What follows belongs to an exercise in optimizing a design on an open flow for small area, a short achievable clock period and few clock cycles per item; a production flow would make more cautious choices. RTL that was checked went through simulation tests only; none was proved equivalent to the original. Only the layout flow was run in runs 3 to 5; the RTL was not checked for function there.

File: flow/run.sh
#!/bin/bash
# synth_recipe.tcl (not shown) runs the flow's synth.tcl, then flattens the netlist and writes it again
# the make line also repeats each setting of config.mk as NAME=value (left out here)
make -C /OpenROAD-flow-scripts/flow DESIGN_CONFIG=/design/flow/config.mk WORK_HOME=/design/flow/orfs CLKGATE_MAP_FILE= SYNTH_SCRIPT=/design/flow/synth_recipe.tcl finish
File: flow/config.mk
export PLATFORM = sky130hd
export DESIGN_NAME = part1
export DESIGN_NICKNAME = part1
export VERILOG_FILES = /design/flow/design.v
export SDC_FILE = /design/flow/constraint.sdc
export NUM_CORES = 4
export LEC_CHECK = 0
export CAP_MARGIN = 20
export CORE_MARGIN = 2
export CORE_UTILIZATION = 40
export SLEW_MARGIN = 20
File: flow/constraint.sdc
create_clock -name core_clock -period 8.0 [get_ports {clk}]
set_input_delay 1.6000 -clock core_clock [delete_from_list [all_inputs] [get_ports {clk}]]
set_output_delay 1.6000 -clock core_clock [all_outputs]
set_load 0.01 [all_outputs]
File: flow/design.v
`default_nettype none
`timescale 1ns/1ns
module part1 (
    input logic clk,
    input logic rst_n,
    input logic [7:0] data_in,
    input logic data_valid,
    output logic data_ack,
    output logic [31:0] result,
    output logic result_ready,
    output logic data_error,
    input logic error_clear
);
    logic [3:0] m, a, b;
    logic       need_digit;
    logic [31:0] total;
    wire [3:0] d = data_in[3:0];
    wire is_digit = (data_in[7:4] == 4'h3) && (d <= 4'd9);
    wire is_nl    = (data_in == 8'h0a);
    wire idle     = !data_ack && !data_error;
    wire take_dig = idle && data_valid && is_digit;
    wire take_nl  = idle && data_valid && is_nl && !need_digit;
    wire reject   = idle && data_valid && !is_digit && !(is_nl && !need_digit);
    wire upd  = (m != a) || (d > b);
    wire mnew = (m == 4'hf) || (d > m);
    wire a_none = (a == 4'hf);
    wire [31:0] lineval = a_none ? ({28'd0, b} - 32'd10)
                                 : ({28'd0, a} * 32'd10 + {28'd0, b});
    assign result = total;
    always_ff @(posedge clk or negedge rst_n) begin
        if (!rst_n) begin
            data_ack     <= 1'b0;
            result_ready <= 1'b0;
            data_error   <= 1'b0;
            need_digit   <= 1'b1;
            m <= 4'hf;
            a <= 4'hf;
            b <= 4'h0;
            total <= 32'd0;
        end else begin
            if (data_ack) begin
                data_ack <= data_valid;
                result_ready <= result_ready && data_valid;
            end else begin
                data_ack <= take_dig || take_nl;
                result_ready <= take_nl;
            end
            if (data_error) begin
                if (error_clear) begin
                    data_error <= 1'b0;
                    need_digit <= 1'b1;
                end
            end else if (reject) begin
                data_error <= 1'b1;
            end
            if (take_dig) begin
                need_digit <= 1'b0;
                if (upd) begin
                    a <= m;
                    b <= d;
                end
                if (mnew) m <= d;
            end
            if (take_nl) begin
                need_digit <= 1'b1;
                total <= total + lineval;
                m <= 4'hf;
                a <= 4'hf;
                b <= 4'h0;
            end
        end
    end
endmodule
==> results of run 1 <==
## placed cells by master (no fill, tap or decap), types with 19 or more instances in the layout
cell type        instances
nand2_1                 65
o21ai_0                 52
ha_1                    47
clkdlybuf4s50_1         45
a21oi_1                 44
dfrtp_1                 39
xnor2_1                 20
inv_1                   19
a21o_1                  19
## kinds of logic (layout without fill, tap and decap cells)
group | Yosys count | count (layout)
compound gates | 161 | 161
xor+xnor | 38 | 38
fa+ha+maj | 50 | 50
buf+inv | 39 | 76
flops | 48 | 48
mux | 6 | 6
simple gates | 151 | 151
## layout make-up
type	count	area (um^2)
timing repair buffer	49	478
tap	136	170
multi-input combinational	406	2800
inverter	19	71.3
sequential	48	1210
fill	996	5390
clock buffer	6	72.6
clock inverter	2	35.0
## registers in the layout (all words and copies together) (netlist names)
name	flops
total	32
result_ready	1
a	4
need_digit	1
data_ack	1
b	4
data_error	1
m	4
## metal layers
metal	vias to the layer above	wire length (um)	GRT usage, %
met5	-	0	0
met4	0	66	3.90
met3	4	329	2.82
met2	64	4580	29.2
met1	1762	4970	25.9
li1	1869	-	-
## metrics by stage
step / util (%)
2_1_floorplan: -
5_1_grt: 47.3
3_3_place_gp: 46.3
6_report: 47.3
3_5_place_dp: 46.3
4_1_cts: 47.3
## worst max-delay path: stages, from the launching register on
cell and delay, ns:
dfstp_2 0.61, ha_1 0.26, ha_1 0.21, inv_1 0.07, fa_1 0.46, nor3b_1 0.34, xor2_1 0.16, o21ai_0 0.09
ha_1 0.42, a21o_2 0.17, nand4_1 0.13, a21oi_1 0.18, and3b_1 0.27, o41ai_4 0.49, a31oi_1 0.18, xor2_1 0.16
o21ai_0 0.15
## worst min-delay path by stage
stage               slack, ns       from         to  depth (start not counted)
finish                   0.52  total[26]  total[26]                          2
floorplan                0.48       a[0]       a[0]                          2
global route             0.56  total[22]  total[22]                          2
detailed placement       0.50  total[26]  total[26]                          2
global placement         0.50   total[0]   total[0]                          2
CTS                      0.53  total[14]  total[14]                          2
==> key figures, run 1 <==
STA
  – Skew final: 0.0120 ns
  – WHS: between 0.5 and 0.6 ns
  – TNS Setup: 0 ns
  – Worst Tran Pin Value: 0.877 ns
  – Rel. slew slack: between 40% and 50%
  – RSZ-0062 raised after global routing: no
  – Final Hold Vio Count: 0
  – Crit path time final: around 4.4 ns
  – Slew Limit Fails: 0
  – Final Cycle Share: between 50% and 60%
  – Fmax: ~230 MHz
  – Setup-failing EPs final: 0
  – PnR worst setup slack: 3.56 ns

Clock network
  – CTS resizes: 0
  – CTS buffer count: 5
  – Setup Fix Bufs, Post-CTS: 0
  – Worst-path clk slew: around 0.10 ns
  – H-Tree Depth: 2
  – Hold-fix buffers, CTS: 0
  – CTS tree: yes
  – CTS sink cnt: 48
  – CTS max path bufs: 2
  – Root Buffer: clkbuf_8
  – Clk Latency, worst-skew pair: roughly 0.30 ns

Synthesis
  – Number of synthesized register bits: 48
  – Post-Synth XOR/XNOR Area: a little under 8%
  – Sequential cell area fraction in the yosys report: between 20% and 30%
  – Synth Flop Type: dfrtp_1
  – Synthesis Warnings: 1
  – Top-count cell post-synth: nand2_1
  – Commonest cells post-synth: nand2_1, o21ai_0, ha_1, a21oi_1, dfrtp_1
  – Cells after Synth: between 400 and 500
  – Async S/R FF share, synth: 100%
  – Largest family of logic cells by synthesized area: compound AO/OA/AOI/OAI gates
  – Syn Std Cell Area: ~4200 um^2
  – Post-Synth Simple-Gate Area: 17.6%
  – Top cell type by total area after synthesis: dfrtp_1
  – Post-synthesis adder-cell area fraction: between 10% and 20%
  – Syn_nets: 555
  – Post-synth EDFFs: 0
  – Syn avg cell area: 8.51 um^2
  – Largest cells by area after synthesis: dfrtp_1, ha_1, o21ai_0
  – Synth Area in Compound Gates: around a quarter
  – Yosys top cell area share: 23.3%
  – Post-synthesis mux area share: between 1.5 and 2%
  – Cell variety after synth: 62

Routing
  – Final wirelength: between 9000 and 10000 um
  – Vias after detailed routing: 3699
  – WL per Instance: ~15 um
  – DR vias/cell: roughly 5.6
  – Routed Antenna Nets: 0
  – Violation count after the first detailed-routing iteration: ~130
  – DRC: 0
  – DR pass1 iterations: 4

Setup path
  – Crit Path Class: reg -> reg
  – Worst Setup EP: total[30]
  – Nature of the critical path startpoint: register
  – R2r endpoint: total[30]
  – Max FO, Critical Path: 7
  – Worst Reg-to-Reg Cells: 16
  – CP endpoint kind: register
  – Worst R2R Start: a[3]
  – Critical Path RT: about 8.2 ns
  – Minimum setup slack among reg-to-reg paths: about 3.6 ns
  – Worst EP arrival: around 4.7 ns
  – CP startpoint: a[3]

Global route
  – First-pass GRT wire length: ~17000 um
  – Largest net degree at the start of global routing: between 70 and 80
  – Gr usage total: 18.2%
  – Grt ovf: 0
  – Vias in the first global route: between 3k and 4k
  – Initial antenna violation count: 0

Floorplanning
  – # rows: 37
  – Core Region: about 10000 um^2
  – Die area: ~11000 um^2
  – Initial Utilization: 41.0%
  – DIE WIDTH: roughly 110 um
  – Die H: about 110 um
  – Io pins: 47

Job
  – Max-Cap Viols: 0

Final layout
  – Share of post-route cells with drive strength above 1: approximately 6.2%
  – Nets: just under 600
  – Ant. Diodes: 0
  – Area grow syn2layout: 15.4%
  – Final std cells w/o fill: 666
  – Post-Layout Inst Area: about 4800 um^2

Placed design
  – Placed instance area: approximately 4700 um^2
  – IO buf count: 46
  – Detailed Place HPWL: ~7600 um
  – Gpl congestion: a little over 0.9
  – Placed cells: 658
  – Post-place setup slack: 3.58 ns

Min path
  – HP Class: reg -> reg

Run status
  – Status: timing/DRC/antenna clean
Testbench counts, summed over its fixed seeds: cycles 38,784, chars 19,392.
==> run 2: changes to the inputs <==
--- a/flow/design.v
+++ b/flow/design.v
@@ -14,3 +14,4 @@
     logic [3:0] m, a, b;
-    logic       need_digit;
+    logic       need_digit;   
+    logic       nl_pend;      
     logic [31:0] total;
@@ -19,3 +20,3 @@
     wire is_nl    = (data_in == 8'h0a);
-    wire idle     = !data_ack && !data_error;
+    wire idle     = !data_ack && !data_error && !nl_pend;
     wire take_dig = idle && data_valid && is_digit;
@@ -25,5 +26,15 @@
     wire mnew = (m == 4'hf) || (d > m);
-    wire a_none = (a == 4'hf);
-    wire [31:0] lineval = a_none ? ({28'd0, b} - 32'd10)
-                                 : ({28'd0, a} * 32'd10 + {28'd0, b});
+    wire [7:0] line_val = (a == 4'hf) ? ({4'd0, b} - 8'd10)
+                                      : ({4'd0, a} * 8'd10 + {4'd0, b});
+    wire [7:0]  addend  = {a, b} & {8{nl_pend}};
+    wire [8:0]  lo_sum  = {1'b0, total[7:0]} + {1'b0, addend};
+    wire        hi_step = lo_sum[8] ^ addend[7];
+    wire [23:0] hi_p    = total[31:8] ^ {24{addend[7]}};
+    logic [23:0] hi_flip;
+    always_comb begin
+        for (int i = 0; i < 24; i++) begin
+            hi_flip[i] = hi_step;
+            for (int j = 0; j < i; j++) hi_flip[i] = hi_flip[i] & hi_p[j];
+        end
+    end
     assign result = total;
@@ -35,2 +46,3 @@
             need_digit   <= 1'b1;
+            nl_pend      <= 1'b0;
             m <= 4'hf;
@@ -44,4 +56,4 @@
             end else begin
-                data_ack <= take_dig || take_nl;
-                result_ready <= take_nl;
+                data_ack <= take_dig || nl_pend;
+                result_ready <= nl_pend;
             end
@@ -55,4 +67,7 @@
             end
+            if (take_dig) need_digit <= 1'b0;
+            if (take_nl)  need_digit <= 1'b1;
+            nl_pend <= take_nl;
+            total   <= {total[31:8] ^ hi_flip, lo_sum[7:0]};
             if (take_dig) begin
-                need_digit <= 1'b0;
                 if (upd) begin
@@ -64,4 +79,5 @@
             if (take_nl) begin
-                need_digit <= 1'b1;
-                total <= total + lineval;
+                {a, b} <= line_val;
+            end
+            if (nl_pend) begin
                 m <= 4'hf;
--- a/flow/config.mk
+++ b/flow/config.mk
@@ -10,2 +10,3 @@
 export CORE_UTILIZATION = 40
+export SETUP_SLACK_MARGIN = 5
 export SLEW_MARGIN = 20
==> key figures, run 2 <==
Final layout
  – Final Util: 52.3%
  – Commonest non-fill, non-tap cell in the layout: clkdlybuf4s50_1
  – FILL cells: ~770
  – Largest Register: total
  – Ant. Diodes: 0
  – Area grow syn2layout: 26.3%
  – Nets: 428
  – Max reg flops: 32
  – Share of post-route cells with drive strength above 1: about 17%
  – Commonest non-fill, non-tap cells in the layout: clkdlybuf4s50_1, nor2_1, dfrtp_1

Synthesis
  – Sequential cell area fraction in the yosys report: between 30 and 40%
  – Syn Std Cell Area: 3220 um^2
  – Post-synth EDFFs: 0
  – Syn avg cell area: ~9.6 um^2
  – Yosys top cell area share: a little under a third
  – Syn_nets: 375
  – Top cell type by total area after synthesis: dfrtp_1
  – Synthesis Warnings: 1
  – Async S/R FF share, synth: 100%
  – Commonest cells post-synth: dfrtp_1, nor2_1, xnor2_1, ha_1, nand2_1
  – Cells after Synth: between 300 and 400
  – Top-count cell post-synth: dfrtp_1
  – Number of synthesized register bits: about 50
  – Cell variety after synth: between 40 and 50
  – Largest cells by area after synthesis: dfrtp_1, ha_1, xnor2_1
  – Synth Flop Type: dfrtp_1

Setup path
  – Critical Path RT: between 6 and 7 ns
  – CP cell instances: clkdlybuf4s50_1
  – Nature of the critical path startpoint: register
  – CP endpoint kind: output port
  – Max FO, Critical Path: 5
  – Crit-path leading delay family: buffers and inverters
  – CP peak stage delay: roughly 0.58 ns
  – Critical Path Slowest Stage Cell: clkdlybuf4s50_1
  – WP buf/inv: 1
  – Worst EP arrival: 1.34 ns
  – Crit Path Class: reg -> out

STA
  – TNS Setup: 0 ns
  – Worst Tran Pin Value: ~0.64 ns
  – Final Cycle Share: about 37%
  – Final Hold Vio Count: 0
  – Rel. slew slack: 57.4%
  – RSZ-0062 raised after global routing: no
  – Setup-failing EPs final: 0
  – Crit path time final: 2.94 ns
  – Skew final: between 0.006 and 0.007 ns
  – WHS: 0.472 ns
  – Fmax: 340 MHz
  – Slew Limit Fails: 0

Floorplanning
  – DIE WIDTH: between 90 and 100 um
  – Io pins: 47
  – Die H: about 94 um
  – Initial Utilization: about two fifths
  – # rows: 32
  – Die area: a little under 9000 um^2
  – Core Region: 7770 um^2

Clock network
  – CTS tree: yes
  – Hold-fix buffers, CTS: 0
  – CTS sink cnt: between 40 and 50
  – Worst-path clk slew: ~0.090 ns
  – CTS max path bufs: 2
  – CTS buffer count: 5
  – Root Buffer: clkbuf_8
  – H-Tree Depth: 2
  – Clk Latency, worst-skew pair: approximately 0.30 ns

Global route
  – Vias in the first global route: 2519
  – First-pass GRT wire length: approximately 12000 um
  – Largest net degree at the start of global routing: 50
  – Gr usage total: roughly 17%
  – Initial antenna violation count: 0
  – Grt ovf: 0

Routing
  – DR pass1 iterations: 4
  – DRC: 0
  – Vias after detailed routing: 2571
  – Routed Antenna Nets: 0
  – DR vias/cell: 5.23
  – Violation count after the first detailed-routing iteration: 144
  – Final wirelength: 7170 um
  – WL per Instance: 14.6 um

Run status
  – Status: timing/DRC/antenna clean

Placed design
  – Gpl congestion: between 0.8 and 0.9
  – Detailed Place HPWL: slightly above 5000 um
  – IO buf count: between 40 and 50

Job
  – Max-Cap Viols: 0

Min path
  – HP Class: reg -> reg
run 2: cells by family (layout without fill, tap and decap cells):
| kind of cell | after synthesis | count (layout) | synth area share [%] |
|---|---|---|---|
| DFF | 49 | 49 | 38.5 |
| adders and majority gates | 27 | 27 | 11.2 |
| and+or+nand+nor | 113 | 113 | 17.7 |
| muxes | 13 | 13 | 4.16 |
| buffers and inverters | 22 | 76 | 2.88 |
| AOI/OAI and AO/OA | 66 | 66 | 13.1 |
| xor gates and xnor gates | 46 | 46 | 12.5 |
run 2: routing by layer:
metal	routed length, um	GRT usage, %	vias up	share of wire [%]
met5	0	0	-	0
met4	82	4.35	0	1.1
met3	177	2.57	6	2.5
met2	3250	26.7	35	45
met1	3660	25.8	1232	51
li1	-	-	1298	-
run 2: layout make-up:
class | count | area (um^2) | area share (%)
sequential | 49 | 1250 | 30.8
tap | 102 | 128 | 3.14
clock buffer | 8 | 90.1 | 2.22
timing repair buffer | 56 | 508 | 12.5
inverter | 12 | 52.6 | 1.29
multi-input combinational | 265 | 2030 | 50.0
run 2: through the flow:
stage	worst slack (ns)	instance area [um^2]	std cells
3_3_place_gp	4.01	3770	475
5_1_grt	4.99	4060	492
4_1_cts	4.94	3950	488
6_report	5.06	4060	492
3_5_place_dp	3.87	3770	475
2_1_floorplan	5.00	3230	336
run 2: repair_timing:
item,CTS,global route
endpoints found under the setup margin,37,37
pin swaps,7,8
hold endpoints to repair,0,0
resized for setup,26,31
setup buffers,5,4
run 2: worst paths after layout:
check,from,to,slack (ns),depth (start not counted)
worst max-delay path,total[23],result[23],5.06,1
worst min-delay path,total[31],total[31],0.47,1
worst max register to register,nl_pend,total[31],5.12,10
worst min register to register,total[31],total[31],0.47,1
max in group asynchronous,rst_n,nl_pend,6.13,2
min in group asynchronous,rst_n,total[0],1.40,2
Testbench counts of run 2, summed over its fixed seeds: cycles 38,976, chars 19,392.
==> run 3: changes to the inputs <==
--- a/flow/design.v
+++ b/flow/design.v
@@ -16,5 +16,7 @@
     logic       nl_pend;      
+    logic       dig_pend;     
+    logic [3:0] dreg;         
+    logic [7:0] lval;         
     logic [31:0] total;
-    wire [3:0] d = data_in[3:0];
-    wire is_digit = (data_in[7:4] == 4'h3) && (d <= 4'd9);
+    wire is_digit = (data_in[7:4] == 4'h3) && (data_in[3:0] <= 4'd9);
     wire is_nl    = (data_in == 8'h0a);
@@ -24,10 +26,10 @@
     wire reject   = idle && data_valid && !is_digit && !(is_nl && !need_digit);
-    wire upd  = (m != a) || (d > b);
-    wire mnew = (m == 4'hf) || (d > m);
-    wire [7:0] line_val = (a == 4'hf) ? ({4'd0, b} - 8'd10)
-                                      : ({4'd0, a} * 8'd10 + {4'd0, b});
-    wire [7:0]  addend  = {a, b} & {8{nl_pend}};
-    wire [8:0]  lo_sum  = {1'b0, total[7:0]} + {1'b0, addend};
-    wire        hi_step = lo_sum[8] ^ addend[7];
-    wire [23:0] hi_p    = total[31:8] ^ {24{addend[7]}};
+    wire upd  = (m != a) || (dreg > b);
+    wire mnew = (m == 4'hf) || (dreg > m);
+    wire [7:0] cur_val = (a == 4'hf) ? ({4'd0, b} - 8'd10)
+                                     : ({4'd0, a} * 8'd10 + {4'd0, b});
+    assign result = total;
+    wire [8:0] lo_sum = {1'b0, total[7:0]} + {1'b0, lval};
+    wire       hi_step = lo_sum[8] ^ lval[7];
+    wire [23:0] hi_p = total[31:8] ^ {24{lval[7]}};
     logic [23:0] hi_flip;
@@ -39,3 +41,5 @@
     end
-    assign result = total;
+    always_ff @(posedge clk) begin
+        dreg <= data_in[3:0];
+    end
     always_ff @(posedge clk or negedge rst_n) begin
@@ -47,2 +51,3 @@
             nl_pend      <= 1'b0;
+            dig_pend     <= 1'b0;
             m <= 4'hf;
@@ -50,2 +55,3 @@
             b <= 4'h0;
+            lval <= 8'd0;
             total <= 32'd0;
@@ -69,13 +75,12 @@
             if (take_nl)  need_digit <= 1'b1;
-            nl_pend <= take_nl;
-            total   <= {total[31:8] ^ hi_flip, lo_sum[7:0]};
-            if (take_dig) begin
+            dig_pend <= take_dig;
+            nl_pend  <= take_nl;
+            lval     <= take_nl ? cur_val : 8'd0;
+            total    <= {total[31:8] ^ hi_flip, lo_sum[7:0]};
+            if (dig_pend) begin
                 if (upd) begin
                     a <= m;
-                    b <= d;
+                    b <= dreg;
                 end
-                if (mnew) m <= d;
-            end
-            if (take_nl) begin
-                {a, b} <= line_val;
+                if (mnew) m <= dreg;
             end
--- a/flow/config.mk
+++ b/flow/config.mk
@@ -7,2 +7,3 @@
 export LEC_CHECK = 0
+export ABC_CLOCK_PERIOD_IN_PS = 2000
 export CAP_MARGIN = 20
==> key figures, run 3 <==
Run status
  – Status: timing/DRC/antenna clean

Global route
  – First-pass GRT wire length: 12600 um
  – Gr usage total: between 10% and 20%
  – Grt ovf: 0
  – Largest net degree at the start of global routing: between 50 and 60
  – Initial antenna violation count: 0
  – Vias in the first global route: between 2k and 3k

Setup path
  – Crit-path leading delay family: buffers and inverters
  – WP buf/inv: 1
  – CP endpoint kind: output port
  – Nature of the critical path startpoint: register
  – Max FO, Critical Path: 5
  – Critical Path Slowest Stage Cell: clkdlybuf4s50_1
  – Worst EP arrival: about 1.3 ns
  – Critical Path RT: about 6.4 ns
  – CP peak stage delay: about 0.57 ns
  – Crit Path Class: reg -> out
  – CP cell instances: clkdlybuf4s50_1

Synthesis
  – Number of synthesized register bits: between 60 and 70
  – Post-synth EDFFs: 0
  – Yosys top cell area share: approximately a third
  – Synth Flop Type: dfrtp_1
  – Synthesis Warnings: 1
  – Sequential cell area fraction in the yosys report: 43.2%
  – Async S/R FF share, synth: a little over 90%
  – Syn_nets: ~390
  – Commonest cells post-synth: dfrtp_1, nand2_1, nor2_1, ha_1, xor2_1
  – Syn avg cell area: roughly 10 um^2
  – Largest cells by area after synthesis: dfrtp_1, ha_1, dfstp_2
  – Syn Std Cell Area: roughly 3600 um^2
  – Top cell type by total area after synthesis: dfrtp_1
  – Cell variety after synth: 52
  – Cells after Synth: around 350
  – Top-count cell post-synth: dfrtp_1

Placed design
  – Gpl congestion: roughly 0.8
  – Detailed Place HPWL: 5160 um
  – IO buf count: 46

STA
  – RSZ-0062 raised after global routing: no
  – Rel. slew slack: 41.2%
  – Final Cycle Share: a little under two fifths
  – Skew final: about 0.011 ns
  – Worst Tran Pin Value: ~0.87 ns
  – Slew Limit Fails: 0
  – Final Hold Vio Count: 0
  – TNS Setup: 0 ns
  – Crit path time final: roughly 2.9 ns
  – Fmax: roughly 340 MHz
  – Setup-failing EPs final: 0

Floorplanning
  – Initial Utilization: between 40 and 50%
  – Core Region: 8680 um^2
  – Io pins: 47
  – Die H: 98.5 um
  – DIE WIDTH: about 100 um
  – Die area: approximately 9700 um^2
  – # rows: 34

Clock network
  – CTS buffer count: 9
  – Hold-fix buffers, CTS: 0
  – CTS tree: yes
  – H-Tree Depth: 3
  – Worst-path clk slew: ~0.070 ns
  – Root Buffer: clkbuf_8
  – CTS sink cnt: between 60 and 70
  – Clk Latency, worst-skew pair: around 0.34 ns
  – CTS max path bufs: 2
  – Setup Fix Bufs, Post-CTS: 0

Final layout
  – FILL cells: around 830
  – Ant. Diodes: 0
  – Largest Register: total
  – Commonest non-fill, non-tap cells in the layout: clkdlybuf4s50_1, dfrtp_1, nand2_1
  – Regs by FF count: total (32), lval (8)
  – Commonest non-fill, non-tap cell in the layout: clkdlybuf4s50_1
  – Nets: around 440
  – Share of post-route cells with drive strength above 1: between 10% and 20%
  – Area grow syn2layout: 21.7%
  – Max reg flops: 32

Routing
  – Routed Antenna Nets: 0
  – DR vias/cell: roughly 5.4
  – DR pass1 iterations: 4
  – Violation count after the first detailed-routing iteration: ~110
  – WL per Instance: 14.2 um
  – Vias after detailed routing: approximately 2.8k
  – DRC: 0
  – Final wirelength: between 7000 and 8000 um

Job
  – Max-Cap Viols: 0

Min path
  – HP Class: reg -> reg
run 3: kinds of logic after synthesis:
family	Yosys count	share of synthesized area [%]
AO/OA/AOI/OAI	69	13.5
XOR/XNOR	46	11.3
adder cells (fa/ha/maj)	27	10.1
buffers and inverters	23	2.69
flip-flops	62	43.2
multiplexers	7	2.31
AND/OR/NAND/NOR	119	17.0
run 3: final timing paths:
path	end	cells past startpoint	slack, ns	start
max	result[25]	1	5.06	total[25]
min	total[0]	1	0.47	lval[0]
max reg2reg	total[16]	8	5.36	total[0]
min reg2reg	total[0]	1	0.47	lval[0]
max in group asynchronous	total[18]	2	6.05	rst_n
min in group asynchronous	total[3]	2	1.41	rst_n
run 3: through the flow:
stage          utilization, %  hold WS (ns)  cell area, um^2  instances  setup slack [ns]
6_report                 50.1         0.471             4350        515              5.06
5_1_grt                  50.1         0.508             4350        515              5.00
4_1_cts                  49.9         0.479             4330        515              5.00
3_5_place_dp             47.6         0.465             4130        499              4.72
3_3_place_gp             47.6         0.461             4130        499              4.77
2_1_floorplan               -         0.443             3570        353              5.28
run 3: layer usage:
layer / global-route usage [%] / up-vias / part of all wire (%)
li1: - / 1355 / -
met1: 20.7 / 1341 / 46
met2: 26.9 / 56 / 49
met3: 3.90 / 9 / 3.9
met4: 5.27 / 0 / 0.89
met5: 0 / - / 0
run 3: cell type report:
class                   instances  area, um^2  area share (%)
clock inverters                 4        47.5            1.09
clock buffers                  12         145            3.34
repair buffers                 48         473            10.9
flip-flops and latches         62        1560            35.8
multi-input cells             268        1940            44.7
inverters                      13        48.8            1.12
well taps                     108         135            3.11
run 3: what timing repair did:
action                                  in CTS  in global routing
endpoints found under the setup margin       5                 10
gates cloned                                 0                  0
resized for setup                            5                  8
==> run 4: changes to the inputs <==
--- a/flow/config.mk
+++ b/flow/config.mk
@@ -7,3 +7,2 @@
 export LEC_CHECK = 0
-export ABC_CLOCK_PERIOD_IN_PS = 2000
 export CAP_MARGIN = 20
@@ -11,3 +10,2 @@
 export CORE_UTILIZATION = 40
-export SETUP_SLACK_MARGIN = 5
 export SLEW_MARGIN = 20
==> key figures, run 4 <==
Run status
  – Status: timing/DRC/antenna clean

STA
  – Final Hold Vio Count: 0
  – RSZ-0062 raised after global routing: no
  – Rel. slew slack: between 30% and 40%
  – TNS Setup: 0 ns
  – Skew final: 0.0102 ns
  – Worst Tran Pin Value: 0.898 ns
  – Crit path time final: around 3 ns
  – Slew Limit Fails: 0
  – Fmax: 332 MHz
  – Setup-failing EPs final: 0
  – Final Cycle Share: a little under two fifths
  – WHS: approximately 0.47 ns

Setup path
  – Minimum setup slack among reg-to-reg paths: around 5.4 ns
  – Max FO, Critical Path: 7
  – CP cell instances: clkdlybuf4s50_1
  – CP endpoint kind: output port
  – CP peak stage delay: ~0.59 ns
  – Worst EP arrival: 1.41 ns
  – Critical Path RT: 6.40 ns
  – Worst Reg-to-Reg Cells: 8
  – Crit-path leading delay family: buffers and inverters
  – Crit Path Class: reg -> out
  – WP buf/inv: 1
  – Nature of the critical path startpoint: register
  – Critical Path Slowest Stage Cell: clkdlybuf4s50_1
  – Worst R2R Start: total[0]
  – R2r endpoint: total[16]

Final layout
  – Share of post-route cells with drive strength above 1: between 8 and 9%
  – Commonest non-fill, non-tap cells in the layout: dfrtp_1, clkdlybuf4s50_1, nand2_1
  – Max reg flops: 32
  – Area taken by multi-input logic gates: between 1500 and 2000 um^2
  – Commonest non-fill, non-tap cell in the layout: dfrtp_1
  – Final Util: between 40% and 50%
  – FILL cells: 823
  – Regs by FF count: total (32), lval (8)
  – Register area: 1540 um^2
  – Final std cells w/o fill: 515
  – Largest Register: total
  – Nets: approximately 440
  – Area grow syn2layout: 21.0%
  – Ant. Diodes: 0

Clock network
  – CTS resizes: 0
  – CTS buffer count: 9
  – Hold-fix buffers, CTS: 0
  – Worst-path clk slew: approximately 0.060 ns
  – Clk Latency, worst-skew pair: roughly 0.34 ns
  – CTS max path bufs: 2
  – CTS tree: yes
  – Setup Fix Bufs, Post-CTS: 0
  – Root Buffer: clkbuf_8
  – H-Tree Depth: 3
  – CTS sink cnt: a little over 60

Synthesis
  – Post-synthesis mux area share: under 10%
  – Post-Synth Simple-Gate Area: between 10% and 20%
  – Post-synthesis adder-cell area fraction: approximately a tenth
  – Top-count cell post-synth: dfrtp_1
  – Syn_nets: slightly below 400
  – Top cell type by total area after synthesis: dfrtp_1
  – Cell variety after synth: between 50 and 60
  – Yosys top cell area share: between 30 and 40%
  – Number of synthesized register bits: slightly above 60
  – Sequential cell area fraction in the yosys report: between 40% and 50%
  – Syn avg cell area: just over 10 um^2
  – Commonest cells post-synth: dfrtp_1, nand2_1, nor2_1, ha_1, xor2_1
  – Synth Flop Type: dfrtp_1
  – Async S/R FF share, synth: 93.5%
  – Synthesis Warnings: 1
  – Largest family of logic cells by synthesized area: simple AND/OR/NAND/NOR gates
  – Cells after Synth: between 300 and 400
  – Syn Std Cell Area: ~3600 um^2
  – Post-Synth XOR/XNOR Area: 11.3%
  – Synth Area in Compound Gates: 13.5%
  – Largest cells by area after synthesis: dfrtp_1, ha_1, dfstp_2
  – Post-synth EDFFs: 0

Global route
  – Largest net degree at the start of global routing: between 50 and 60
  – Gr usage total: between 10% and 20%
  – First-pass GRT wire length: ~13000 um
  – Vias in the first global route: 2690
  – Grt ovf: 0
  – Initial antenna violation count: 0

Routing
  – Final wirelength: between 7000 and 8000 um
  – Violation count after the first detailed-routing iteration: 106
  – Routed Antenna Nets: 0
  – WL per Instance: approximately 14 um
  – DR pass1 iterations: 4
  – DRC: 0
  – DR vias/cell: around 5.3
  – Vias after detailed routing: 2753

Min path
  – Worst hold stages: 1
  – Worst Min Path Start: lval[0]
  – HP Class: reg -> reg
  – End of the worst hold path: total[0]

Job
  – Max-Cap Viols: 0

Floorplanning
  – DIE WIDTH: just under 100 um
  – Initial Utilization: around 40%
  – Core Region: between 8000 and 9000 um^2
  – # rows: 34
  – Die area: between 9000 and 10000 um^2
  – Die H: 98.5 um
  – Io pins: 47

Placed design
  – Gpl congestion: 0.802
  – Placed cells: 499
  – IO buf count: 46
  – Detailed Place HPWL: 5160 um
## run 4: logic make-up (layout without fill, tap and decap cells)
group	after synthesis	after routing
adder cells (fa/ha/maj)	27	27
multiplexers	7	7
XOR/XNOR	46	46
buffers and inverters	23	77
flip-flops	62	62
AND/OR/NAND/NOR	119	119
AO/OA/AOI/OAI	69	69
## run 4: worst max-delay path by stage
stage / start / to / cells past startpoint
global placement: data_in[2] / lval[6] / 7
global route: total[11] / result[11] / 1
CTS: total[11] / result[11] / 1
finish: total[11] / result[11] / 1
floorplan: data_in[2] / lval[4] / 7
detailed placement: data_in[2] / lval[7] / 7
## run 4: worst register-to-register path, cell delays in order (launching register included)
cell and delay [ns]:
dfrtp_1 0.38, ha_1 0.23, fa_1 0.42, nand3_1 0.17, a211o_1 0.18, nand3_1 0.09, o32ai_1 0.71, nand3_1 0.18
xnor2_1 0.16
## run 4: cell type report
| cell class | count | share of cell area, % |
|---|---|---|
| Multi-Input combinational cell | 268 | 44.7 |
| Sequential cell | 62 | 35.7 |
| Timing Repair Buffer | 48 | 10.9 |
| Clock buffer | 12 | 3.36 |
| Tap cell | 108 | 3.12 |
| Inverter | 13 | 1.13 |
| Clock inverter | 4 | 1.10 |
## run 4: per-layer routing
layer / track usage [%] / routed length, um / up-vias
met2: 27.0 / 3580 / 49
li1: - / - / 1356
met5: 0 / 0 / -
met4: 5.27 / 86 / 0
met1: 20.7 / 3380 / 1338
met3: 3.90 / 261 / 10
## run 4: per-stage QoR
| step | worst slack [ns] | cell area (um^2) |
|---|---|---|
| 2_1_floorplan | 5.28 | 3570 |
| 3_3_place_gp | 4.77 | 4130 |
| 3_5_place_dp | 4.72 | 4130 |
| 4_1_cts | 4.97 | 4330 |
| 5_1_grt | 4.92 | 4330 |
| 6_report | 4.99 | 4330 |
==> run 5: changes to the inputs <==
==> flow/design.v (replaced) <==
`default_nettype none
`timescale 1ns/1ns
module part1 (
    input logic clk,
    input logic rst_n,
    input logic [7:0] data_in,
    input logic data_valid,
    output logic data_ack,
    output logic [31:0] result,
    output logic result_ready,
    output logic data_error,
    input logic error_clear
);
    typedef enum logic [2:0] {
        S_EXPECT_DIGIT          = 0,
        S_EXPECT_DIGIT_OR_EOL   = 1,
        S_PROCESS               = 2,
        S_PROCESS_ACK           = 3,
        S_PREPARE_UPDATE_RESULT = 4,
        S_RESULT_READY          = 5,
        S_ERROR                 = 6
    } state_t;
    localparam logic [7:0] ASCII_NEWLINE = "\n";
    localparam logic [7:0] ASCII_0 = "0";
    localparam logic [7:0] ASCII_9 = "9";
    int bin_data_in;
    state_t current_state, next_state;
    int current_result;
    int max1;
    int max2;
    int saved_max1;
    int saved_max2;
    int saved_data_in;
    logic max1_just_found;
    int temp_result;
    wire is_ascii_digit;
    wire is_terminator;
    assign is_terminator = data_in == ASCII_NEWLINE;
    assign is_ascii_digit = (data_in >= ASCII_0 && data_in <= ASCII_9);
    assign bin_data_in = int'(data_in) - int'(ASCII_0);
    assign result = current_result;
    always_comb begin
        temp_result = max1 * 10 + max2;
        if (max1_just_found) begin
            if (saved_data_in > max2) begin
                temp_result = saved_max1 * 10 + saved_data_in;
            end else begin
                temp_result = saved_max1 * 10 + saved_max2;
            end
        end
    end
    always_ff @(posedge clk, negedge rst_n) begin
        if (!rst_n) begin
            data_error <= 1'b0;
            current_state <= S_EXPECT_DIGIT;
        end else begin
            data_error <= next_state == S_ERROR;
            current_state <= next_state;
        end
    end
    always_comb begin
        next_state = current_state;
        data_ack = 1'b0;
        result_ready = 1'b0;
        unique case (current_state)
            S_EXPECT_DIGIT: begin
                if (data_valid) begin
                    if (is_ascii_digit) begin
                        next_state = S_PROCESS;
                    end else begin
                        next_state = S_ERROR;
                    end
                end
            end
            S_EXPECT_DIGIT_OR_EOL: begin
                if (data_valid) begin
                    if (is_ascii_digit) begin
                        next_state = S_PROCESS;
                    end else if (is_terminator) begin
                        next_state = S_PREPARE_UPDATE_RESULT;
                    end else begin
                        next_state = S_ERROR;
                    end
                end
            end
            S_PROCESS: begin
                next_state = S_PROCESS_ACK;
            end
            S_PROCESS_ACK: begin
                data_ack = 1'b1;
                if (!data_valid) begin
                    next_state = S_EXPECT_DIGIT_OR_EOL;
                end
            end
            S_PREPARE_UPDATE_RESULT: begin
                next_state = S_RESULT_READY;
            end
            S_RESULT_READY: begin
                data_ack = 1'b1;
                result_ready = 1'b1;
                if (!data_valid) begin
                    next_state = S_EXPECT_DIGIT;
                end
            end
            S_ERROR: begin
                if (error_clear) begin
                    next_state = S_EXPECT_DIGIT;
                end
            end
            default: begin
                next_state = S_EXPECT_DIGIT;
            end
        endcase
    end
    always_ff @(posedge clk or negedge rst_n) begin
        if (!rst_n) begin
            current_result <= 0;
            max1 <= -1;
            max2 <= -1;
            saved_max1 <= -1;
            saved_max2 <= -1;
            saved_data_in <= -1;
            max1_just_found <= 1'b0;
        end else begin
            unique case (current_state)
                S_EXPECT_DIGIT: begin
                end
                S_EXPECT_DIGIT_OR_EOL: begin
                end
                S_PROCESS: begin
                    max1_just_found <= 1'b0;
                    if (bin_data_in > max1) begin
                        saved_max1 <= max1;
                        saved_max2 <= max2;
                        saved_data_in <= bin_data_in;
                        max1 <= bin_data_in;
                        max2 <= -1;
                        max1_just_found <= 1'b1;
                    end else if (bin_data_in > max2) begin
                        max2 <= bin_data_in;
                    end
                end
                S_PROCESS_ACK: begin
                end
                S_PREPARE_UPDATE_RESULT: begin
                    current_result <= current_result + temp_result;
                end
                S_RESULT_READY: begin
                    max1 <= -1;
                    max2 <= -1;
                    saved_max1 <= -1;
                    saved_max2 <= -1;
                    saved_data_in <= -1;
                    max1_just_found <= 1'b0;
                end
                S_ERROR: begin
                end
                default: begin
                end
            endcase
        end
    end
endmodule
==> key figures, run 5 <==
Run status
  – Status: timing/DRC/antenna clean

Global route
  – Met2 Use GR: a little under two fifths
  – Vias in the first global route: a little over 8k
  – GR Util met3: around 2.5%
  – Gr busiest metal: met2
  – Largest net degree at the start of global routing: just over 60
  – Grt ovf: 0
  – GR Util met1: approximately 27%
  – Initial antenna violation count: 0
  – Gr usage total: between 20 and 25%
  – First-pass GRT wire length: roughly 43000 um

Floorplanning
  – Initial Utilization: roughly 41%
  – Io pins: 47
  – Die H: between 150 and 200 um
  – DIE WIDTH: approximately 160 um
  – # rows: between 50 and 60
  – Core Region: between 20000 and 25000 um^2
  – Die area: about 25000 um^2

Placed design
  – Detailed Place HPWL: between 20000 and 25000 um
  – IO buf count: between 40 and 50
  – Gpl congestion: roughly 0.94
  – Post-place setup slack: 0.191 ns
  – Placed instance area: roughly 10000 um^2

Routing
  – DRC: 0
  – WL per Instance: 16.8 um
  – DR pass1 iterations: 5
  – Vias after detailed routing: roughly 8.6k
  – Final wirelength: approximately 26000 um
  – Routed Antenna Nets: 0
  – Violation count after the first detailed-routing iteration: around 410
  – DR vias/cell: around 5.6

Setup path
  – Worst EP arrival: ~7.6 ns
  – Nature of the critical path startpoint: register
  – CP peak stage delay: 0.57 ns
  – Crit Path Class: reg -> reg
  – CP endpoint kind: register
  – Critical Path Slowest Stage Cell: dfstp_2
  – Critical Path RT: between 8 and 9 ns
  – Max FO, Critical Path: 6
  – Minimum setup slack among reg-to-reg paths: between 0.6 and 0.7 ns
  – Worst R2R Start: saved_data_in[0]
  – Worst Reg-to-Reg Cells: 32
  – R2r endpoint: current_result[30]

Synthesis
  – Cell variety after synth: 83
  – Syn_nets: 1363
  – Top-count cell post-synth: ha_1
  – Largest cells by area after synthesis: ha_1, dfstp_2, dfrtp_1
  – Post-synth EDFFs: 0
  – Number of synthesized register bits: 73
  – Synth Flop Type: dfrtp_1
  – Syn Std Cell Area: approximately 9500 um^2
  – Commonest cells post-synth: ha_1, nand2_1, a21oi_1, o21ai_0, inv_1
  – Syn avg cell area: approximately 8.0 um^2
  – Async S/R FF share, synth: 100%
  – Sequential cell area fraction in the yosys report: between 10% and 20%
  – Top cell type by total area after synthesis: ha_1
  – Synthesis Warnings: 1
  – Yosys top cell area share: 20.0%
  – Cells after Synth: approximately 1.2k

Min path
  – Worst Min Path Start: current_result[23]
  – Worst hold stages: 2
  – HP Class: reg -> reg
  – End of the worst hold path: current_result[23]

Final layout
  – Ant. Diodes: 0
  – Area taken by multi-input logic gates: 7240 um^2
  – Area grow syn2layout: 12.1%
  – Commonest non-fill, non-tap cell in the layout: ha_1
  – Max reg flops: 32
  – Register area: around 1900 um^2
  – FILL cells: 2407
  – Nets: about 1.4k
  – Commonest non-fill, non-tap cells in the layout: ha_1, nand2_1, a21oi_1
  – Largest Register: current_result
  – Post-Layout Inst Area: between 10000 and 15000 um^2
  – Share of post-route cells with drive strength above 1: 8.43%

STA
  – Fmax: 136 MHz
  – Setup-failing EPs final: 0
  – PnR worst setup slack: between 0.6 and 0.7 ns
  – Crit path time final: about 7.4 ns
  – RSZ-0062 raised after global routing: no
  – Final Hold Vio Count: 0
  – Skew final: roughly 0.012 ns
  – Worst Tran Pin Value: about 0.85 ns
  – Slew Limit Fails: 0
  – Final Cycle Share: between 90 and 100%
  – TNS Setup: 0 ns
  – Rel. slew slack: 43.5%

Clock network
  – Root Buffer: clkbuf_16
  – Worst-path clk slew: ~0.06 ns
  – CTS tree: yes
  – Clk Latency, worst-skew pair: 0.36 ns
  – H-Tree Depth: 3
  – CTS max path bufs: 2
  – CTS sink cnt: 73
  – CTS buffer count: 9

Job
  – Max-Cap Viols: 0
run 5: per-stage QoR:
| step | hold WS, ns | instances | util, % |
|---|---|---|---|
| 2_1_floorplan | 0.479 | 1194 | - |
| 6_report | 0.504 | 1552 | 45.5 |
| 4_1_cts | 0.512 | 1551 | 45.3 |
| 3_3_place_gp | 0.493 | 1535 | 44.0 |
| 5_1_grt | 0.539 | 1552 | 45.5 |
| 3_5_place_dp | 0.497 | 1535 | 44.0 |
run 5: logic make-up (layout without fill, tap and decap cells):
| logic type | Yosys count | count (layout) | share of synthesized area [%] |
|---|---|---|---|
| DFF | 73 | 73 | 19.7 |
| xor gates and xnor gates | 91 | 91 | 8.39 |
| and+or+nand+nor | 341 | 341 | 17.2 |
| muxes | 10 | 10 | 1.09 |
| buffers and inverters | 115 | 154 | 4.73 |
| adders and majority gates | 158 | 158 | 21.2 |
| AOI/OAI and AO/OA | 406 | 406 | 27.7 |
run 5: routing by layer:
| layer | part of all wire [%] | up-vias | routed length (um) |
|---|---|---|---|
| li1 | - | 4421 | - |
| met1 | 45 | 4020 | 11800 |
| met2 | 49 | 142 | 12800 |
| met3 | 2.8 | 41 | 736 |
| met4 | 3.0 | 0 | 794 |
| met5 | 0 | - | 0 |
run 5: worst max-delay path by stage:
stage,startpoint,end,slack [ns],depth (start not counted)
floorplan,max2[30],current_result[30],0.88,32
global placement,max2[2],current_result[30],0.21,30
global route,max2[5],current_result[28],0.06,32
finish,saved_data_in[0],current_result[30],0.64,32
detailed placement,max2[5],current_result[30],0.19,30
CTS,max2[5],current_result[30],0.11,31
run 5: area by class of cell:
| cell class | instances | area share [%] |
|---|---|---|
| inverter | 78 | 2.75 |
| timing repair buffer | 60 | 5.28 |
| clock buffer | 10 | 2.15 |
| sequential | 73 | 17.6 |
| tap | 319 | 3.75 |
| clock inverter | 6 | 0.611 |
| multi-input combinational | 1006 | 67.9 |
run 5: critical path: cells and delay by family (launching register included):
family / cells / cell delay (ns)
compound gates: 19 / 3.87
fa+ha+maj: 4 / 1.35
simple gates: 7 / 1.09
flops: 1 / 0.57
xor+xnor: 1 / 0.30
buf+inv: 1 / 0.10
run 5: timing repair:
item / 4_1_cts / 5_1_grt
resized for setup: 0 / 13
setup endpoints to repair: 0 / 5
hold buffers: 0 / 0
setup buffers: 0 / 1

==> separate check: timing with driven ports <==
In the flow no input, the clock included, has a driving cell. The finished layouts below were timed again as built, in two steps. Step 1 assumes that a clkbuf_16 drives the clock port and a buf_2 every other input. Step 2 also shifts input and output timing later by t, the mid clock arrival at the registers, as if the neighbouring blocks saw the same clock. Slacks: no drivers / after step 1 / after step 2; pairs: no drivers / after step 1.
| run | shift t [ns] | setup WS [ns] | cell pins on the clock port's net |
|---|---|---|---|
| run 1 | 0.329 | 3.561 / 3.561 / 3.561 | 1 |
| run 2 | 0.327 | 5.061 / 5.031 / 4.761 | 1 |
| run 3 | 0.360 | 5.061 / 5.032 / 4.817 | 1 |
| run 4 | 0.364 | 4.989 / 4.959 / 4.733 | 1 |
| run 5 | 0.392 | 0.639 / 0.639 / 0.639 | 1 |
After both steps setup and hold are still met in every run listed. The setup slack of run 2, which loses most, moves by -0.030 ns with the drivers and by -0.300 ns with both steps.
